This is an optimization exercise on Yosys and OpenROAD, whose aim is small area, a short achievable clock period and few clock cycles per item, not a production implementation.
Where RTL was checked, it was by simulation tests only, not by an equivalence proof against the original.
Power is estimated from default activity; no workload was simulated.

## job 101
// ebpc_encoder
module ebpc_encoder
  (
   input logic               clk_i,
   input logic               rst_ni,
   input logic [DATA_W-1:0]  data_i,
   input logic               last_i,
   input logic               vld_i,
   output logic              rdy_o,
   output logic              idle_o,
   output logic [DATA_W-1:0] znz_data_o,
   output logic              znz_last_o,
   output logic              znz_vld_o,
   input logic               znz_rdy_i,
   output logic [DATA_W-1:0] bpc_data_o,
   output logic              bpc_last_o,
   output logic              bpc_vld_o,
   input logic               bpc_rdy_i,
   output logic              blk_done_o
   );
clock: 12.0 ns
lec_check: 0
cap_margin: 20
core_margin: 2
core_utilization: 55
cts_cluster_diameter: 100
cts_cluster_size: 25
place_density: 0.7
slew_margin: 20
standard.sh (not shown) runs the stock make flow with config.mk's settings and CLKGATE_MAP_FILE= SYNTH_SCRIPT=/design/flow/synth_recipe.tcl, a recipe that flattens the netlist after the stock synthesis.
==> flow/flow/run.sh <==
#!/bin/bash
# Standard layout, with repair_timing asked for extra setup slack against
# the design's own constraints (same SDC, same clock period).
cp standard.sh standard_copy.sh.txt 2>/dev/null
export SETUP_SLACK_MARGIN=8.45
bash standard.sh > standard_flow.log 2>&1
In summary, job 101 completed successfully, with a layout that passed the timing, design-rule and antenna checks.
Edits applied to the flow inputs when going from job 101 to job 102:
- ABC_AREA newly set to 1
-- flow/flow/run.sh --
<<< job 101, line 4
cp standard.sh standard_copy.sh.txt 2>/dev/null
export SETUP_SLACK_MARGIN=8.45
bash standard.sh > standard_flow.log 2>&1
>>> job 102, line 4
cp standard.sh standard_copy.sh.txt 2>/dev/null
export SETUP_SLACK_MARGIN=8.6
export CTS_ARGS="-sink_clustering_enable -repair_clock_nets -sink_clustering_size 25 -sink_clustering_max_diameter 100 -dont_use_dummy_load"
bash standard.sh > standard_flow.log 2>&1
[summary]
- Measured against each other, job 102 and job 101 differ in worst setup slack, the higher figure coming from job 102.
- In the metrics for job 102 and job 101, the one carrying the lower xor/xnor share of the synthesized area is job 101.
- From job 101 to job 102 the numbers moved as follows: met3 demand-to-capacity share in global routing -0.45 points, net count reported at finish +7.6%, reported leakage power +4.3%, wire length after detailed routing -about 5.6%, DRC violations left ~0 delta.
- Looking only at number of nets in the synthesized netlist, and setting everything else aside, the higher value of job 102 and job 101 goes to job 102.
- znz_pack_i.o_q[2] as the worst setup path startpoint was reported by job 101, and bpc_pack_i.ol_q by job 102.
- Changes observed in job 102 relative to job 101: fraction of area in clock buffers and inverters decreased by 0.57 points relative to the old numbers; placed standard-cell area decreased by 0.45% relative to the old numbers.
For job 103, these inputs were changed with respect to job 102:
- a deleted ABC_AREA that had been 1
==> flow/flow/run.sh <==
#!/bin/bash
# Standard layout, with repair_timing asked for extra setup slack against
# the design's own constraints (same SDC, same clock period).
cp standard.sh standard_copy.sh.txt 2>/dev/null
export SETUP_SLACK_MARGIN=8.6
bash standard.sh > standard_flow.log 2>&1
Notes after the runs:
Row total detailed-routing wirelength: job 103 higher / job 102 lower
Job 103 ended with every stage complete and zero timing, DRC or antenna violations.
Job 103 against job 102: number of clock buffer instances in the layout rose 7, area of all placed cells without fillers has increased, floorplan die area has increased, total stage count of the critical path essentially unchanged.
Job 103 vs. job 102: non-clock buffer share of cell area went up by 1.3 points.
diff inputs: job 103 => job 104
-- flow/flow/run.sh --
<<< job 103, line 5
export SETUP_SLACK_MARGIN=8.6
bash standard.sh > standard_flow.log 2>&1
>>> job 104, line 5
export SETUP_SLACK_MARGIN=8.6
export CTS_ARGS="-sink_clustering_enable -repair_clock_nets -sink_clustering_size 25 -sink_clustering_max_diameter 100 -dont_use_dummy_load -distance_between_buffers 2000 -branching_point_buffers_distance 2000"
bash standard.sh > standard_flow.log 2>&1
==> run notes <==
Area share of and/or/nand/nor cells after synthesis: job 104 vs job 103 identical
Delta (job 104 minus job 103): post-detailed-routing wire length held steady, multi-input gate share of total cell area higher, synthesized netlist cell count was more or less identical, sequential cell area neither gained nor lost much, net switching power of the design decreased about 0.6%.
Relative to job 103, the first-pass iteration count of the detailed router of job 104 is lower by 1.
Between job 104 and job 103, the met1 track demand over resource does not differ in any meaningful way.
When job 104 is set beside job 103, its non-clock buffer count turns out to be 1 smaller.
No functional check of the RTL was part of any run of this note.

build 35:
Another version of the RTL of ebpc_encoder (not shown whole).
Size: roughly 270 flip-flops, about 37 I/O pins, roughly 13,000 um^2 of cells after synthesis.
Settings: LEC_CHECK=0, ABC_AREA=1, CAP_MARGIN=20, CORE_MARGIN=2, CORE_UTILIZATION=55, CTS_CLUSTER_DIAMETER=100, CTS_CLUSTER_SIZE=25, PLACE_DENSITY=0.7, SLEW_MARGIN=20; clock period 12.0 ns.
==> flow/flow/run.sh <==
#!/bin/bash
# Standard layout, with repair_timing asked for extra setup slack against
# the design's own constraints (same SDC, same clock period).
cp standard.sh standard_copy.sh.txt 2>/dev/null
export SETUP_SLACK_MARGIN=8.4
bash standard.sh > standard_flow.log 2>&1
Build 35 went all the way through synthesis, placement and routing and the layout is clean on timing, DRC and antenna.
Testbench counts of build 35, summed over its fixed seeds: cycles 28,903, words 28,155.
The following lists how build 45 was set up differently from build 35:
-- flow/flow/run.sh --
<<< build 35, line 4
cp standard.sh standard_copy.sh.txt 2>/dev/null
export SETUP_SLACK_MARGIN=8.4
bash standard.sh > standard_flow.log 2>&1
>>> build 45, line 4
cp standard.sh standard_copy.sh.txt 2>/dev/null
export SETUP_SLACK_MARGIN=8.8
bash standard.sh > standard_flow.log 2>&1
-- flow/config.mk --
<<< build 35, line 7
export LEC_CHECK = 0
export ABC_AREA = 1
export CAP_MARGIN = 20
>>> build 45, line 7
export LEC_CHECK = 0
export CAP_MARGIN = 20
--- outcome ---
Taking build 45 as 1.0, build 35 lands at 3.8 on non-clock inverter total of the final layout.
Density: build 45 denser than build 35
Build 45 ends up with higher combinational power than build 35 does.
Diff build 35..build 45 | number of buffers on the longest clock path | unchanged
Relative to build 35, peak per-stage delay on the critical path increased by 50 ps in build 45.
Changes in build 5 relative to build 45:
-- flow/flow/run.sh --
<<< build 45, line 4
cp standard.sh standard_copy.sh.txt 2>/dev/null
export SETUP_SLACK_MARGIN=8.8
bash standard.sh > standard_flow.log 2>&1
>>> build 5, line 4
cp standard.sh standard_copy.sh.txt 2>/dev/null
export SETUP_SLACK_MARGIN=8.6
bash standard.sh > standard_flow.log 2>&1
-- flow/config.mk --
<<< build 45, line 12
export CTS_CLUSTER_SIZE = 25
export PLACE_DENSITY = 0.7
>>> build 5, line 12
export CTS_CLUSTER_SIZE = 25
export GPL_ROUTABILITY_DRIVEN = 0
export PLACE_DENSITY = 0.7
## What came out
- Build 5 against build 45: placeable core region was more or less identical; routed length on met2 went down by 0.80%.
- Total power in build 5 vs build 45: down 120 uW
- The placed cell area in build 5 sits 0.79% below the value recorded for build 45.
- Build 45 has a higher share of the clock period used by the worst path after layout than build 5.
- Build 5 vs. build 45: peak clock frequency supported by timing moved up; global routing met1 resource utilization moved down.
- Taking build 45 as the reference point, the final wirelength of build 5 falls by 420 um.
- Fraction of standard cell area in multi-input logic: build 45 vs build 5, no meaningful difference
The inputs of build 79 differ from those of build 5 as listed below.
-- flow/flow/run.sh --
<<< build 5, line 5
export SETUP_SLACK_MARGIN=8.6
bash standard.sh > standard_flow.log 2>&1
>>> build 79, line 5
export SETUP_SLACK_MARGIN=8.6
export CTS_ARGS="-sink_clustering_enable -repair_clock_nets -sink_clustering_size 25 -sink_clustering_max_diameter 100 -dont_use_dummy_load"
bash standard.sh > standard_flow.log 2>&1
==> flow/config.mk <==
export PLATFORM = sky130hd
export DESIGN_NAME = ebpc_encoder
export DESIGN_NICKNAME = ebpc_encoder
export VERILOG_FILES = /design/flow/design.v
export SDC_FILE = /design/flow/constraint.sdc
export NUM_CORES = 4
export LEC_CHECK = 0
export ABC_AREA = 1
export CAP_MARGIN = 20
export CORE_MARGIN = 2
export CORE_UTILIZATION = 65
export CTS_CLUSTER_DIAMETER = 100
export CTS_CLUSTER_SIZE = 25
export PLACE_DENSITY = 0.8
export SLEW_MARGIN = 20
## What came out
- Power share of the clock group: build 79 < build 5
- Going from build 5 to build 79, inverter count of the layout excluding clock inverters has increased; layout net count has increased; wire length of the first global-routing pass has decreased; post-route standard cell area excluding fillers has decreased.
> inputs changed (build 79 -> build 31)
==> flow/flow/run.sh <==
#!/bin/bash
# Standard layout, with repair_timing asked for extra setup slack against
# the design's own constraints (same SDC, same clock period).
cp standard.sh standard_copy.sh.txt 2>/dev/null
export SETUP_SLACK_MARGIN=8.6
bash standard.sh > standard_flow.log 2>&1
-- flow/config.mk --
<<< build 79, line 10
export CORE_MARGIN = 2
export CORE_UTILIZATION = 65
export CTS_CLUSTER_DIAMETER = 100
export CTS_CLUSTER_SIZE = 25
export PLACE_DENSITY = 0.8
export SLEW_MARGIN = 20
>>> build 31, line 10
export CORE_MARGIN = 2
export CORE_UTILIZATION = 55
export CTS_CLUSTER_DIAMETER = 100
export CTS_CLUSTER_SIZE = 25
export PLACE_DENSITY = 0.7
export SLEW_MARGIN = 20
### Flow results
- Worst path arrival time, build 79 and build 31, higher one = build 31.
- Going from build 79 to build 31, the area of the placeable core was found to have gone up by about 17%.
- Lower multi-input gate share of the layout cell area was reported by build 31, not build 79.
- Slack of the worst reg-to-reg path delta (build 31 -> build 79): insignificant
- The part of the power in registers number comes out lower for build 31 vs build 79.
- Build 31 vs build 79, capturing instance or port of the critical path: znz_last_o vs znz_data_o[5]
- Higher wire length of the first global-routing pass was reported by build 31, not build 79.
- Sort build 79 and build 31 by non-clock buffer total of the final layout, descending, and build 79 comes first.
- In the reports for build 79 and build 31, the smaller depth of the worst register-to-register path belongs to build 31.
- Compared with build 79, in build 31 final instance area increased by about 0.6% relative to the old numbers, met1 usage in global routing decreased by 4.7 points relative to the old numbers.
- Build 79 ended up with fewer cell instances than build 31 did.
--- input diff build 31..build 50 ---
-- flow/config.mk --
<<< build 31, line 7
export LEC_CHECK = 0
export ABC_AREA = 1
export CAP_MARGIN = 20
>>> build 50, line 7
export LEC_CHECK = 0
export CAP_MARGIN = 20
## What came out
Between build 50 and build 31, the wire length of the first global-routing pass figures differ only marginally.
Comparing build 31 and build 50, the higher horizontal die dimension was measured on build 50.
Build 50 finished every step from synthesis to the final layout, and the layout passed the timing, design-rule and antenna checks.
| period utilization | build 50 vs build 31 | ≈ equal |

[static timing again, ports no longer ideal]
Ports are ideal in the flow. The routed layouts listed here were re-timed in OpenROAD. Step 1, drivers: a clkbuf_16 drives clk_i and a buf_2 each remaining input, both assumed. Step 2 times the ports against the registers' clock, not the clock port: input delays grow and output delays shrink by t, the midpoint of the rising clock arrivals with the driver on. a / b / c = no drivers / after step 1 / after step 2; a / b = the first two.
run | t (ns) | setup WS [ns] | hold slack, ns | worst setup path at the end
job 101 | 0.525 | 8.489 / 8.443 / 7.993 | 0.485 / 0.485 / 0.485 | input to register
job 102 | 0.525 | 8.525 / 8.475 / 8.164 | 0.474 / 0.474 / 0.474 | input to register
job 103 | 0.542 | 8.554 / 8.507 / 8.144 | 0.483 / 0.483 / 0.483 | input to register
job 104 | 0.524 | 8.591 / 8.545 / 8.157 | 0.482 / 0.482 / 0.482 | input to register
build 35 | 0.538 | 8.429 / 8.382 / 8.117 | 0.485 / 0.485 / 0.485 | input to register
build 45 | 0.547 | 8.483 / 8.433 / 8.334 | 0.483 / 0.483 / 0.483 | input to register
build 5 | 0.544 | 8.532 / 8.484 / 8.161 | 0.483 / 0.483 / 0.483 | input to register
build 79 | 0.518 | 8.575 / 8.530 / 8.187 | 0.488 / 0.488 / 0.488 | input to register
build 31 | 0.540 | 8.540 / 8.494 / 8.206 | 0.479 / 0.479 / 0.479 | input to register
build 50 | 0.544 | 8.532 / 8.484 / 8.161 | 0.483 / 0.483 / 0.483 | input to register
After both steps setup and hold are still met in every run listed. For job 101, which loses most, drivers alone change the setup slack by -0.046 ns; drivers and shift together by -0.496 ns.
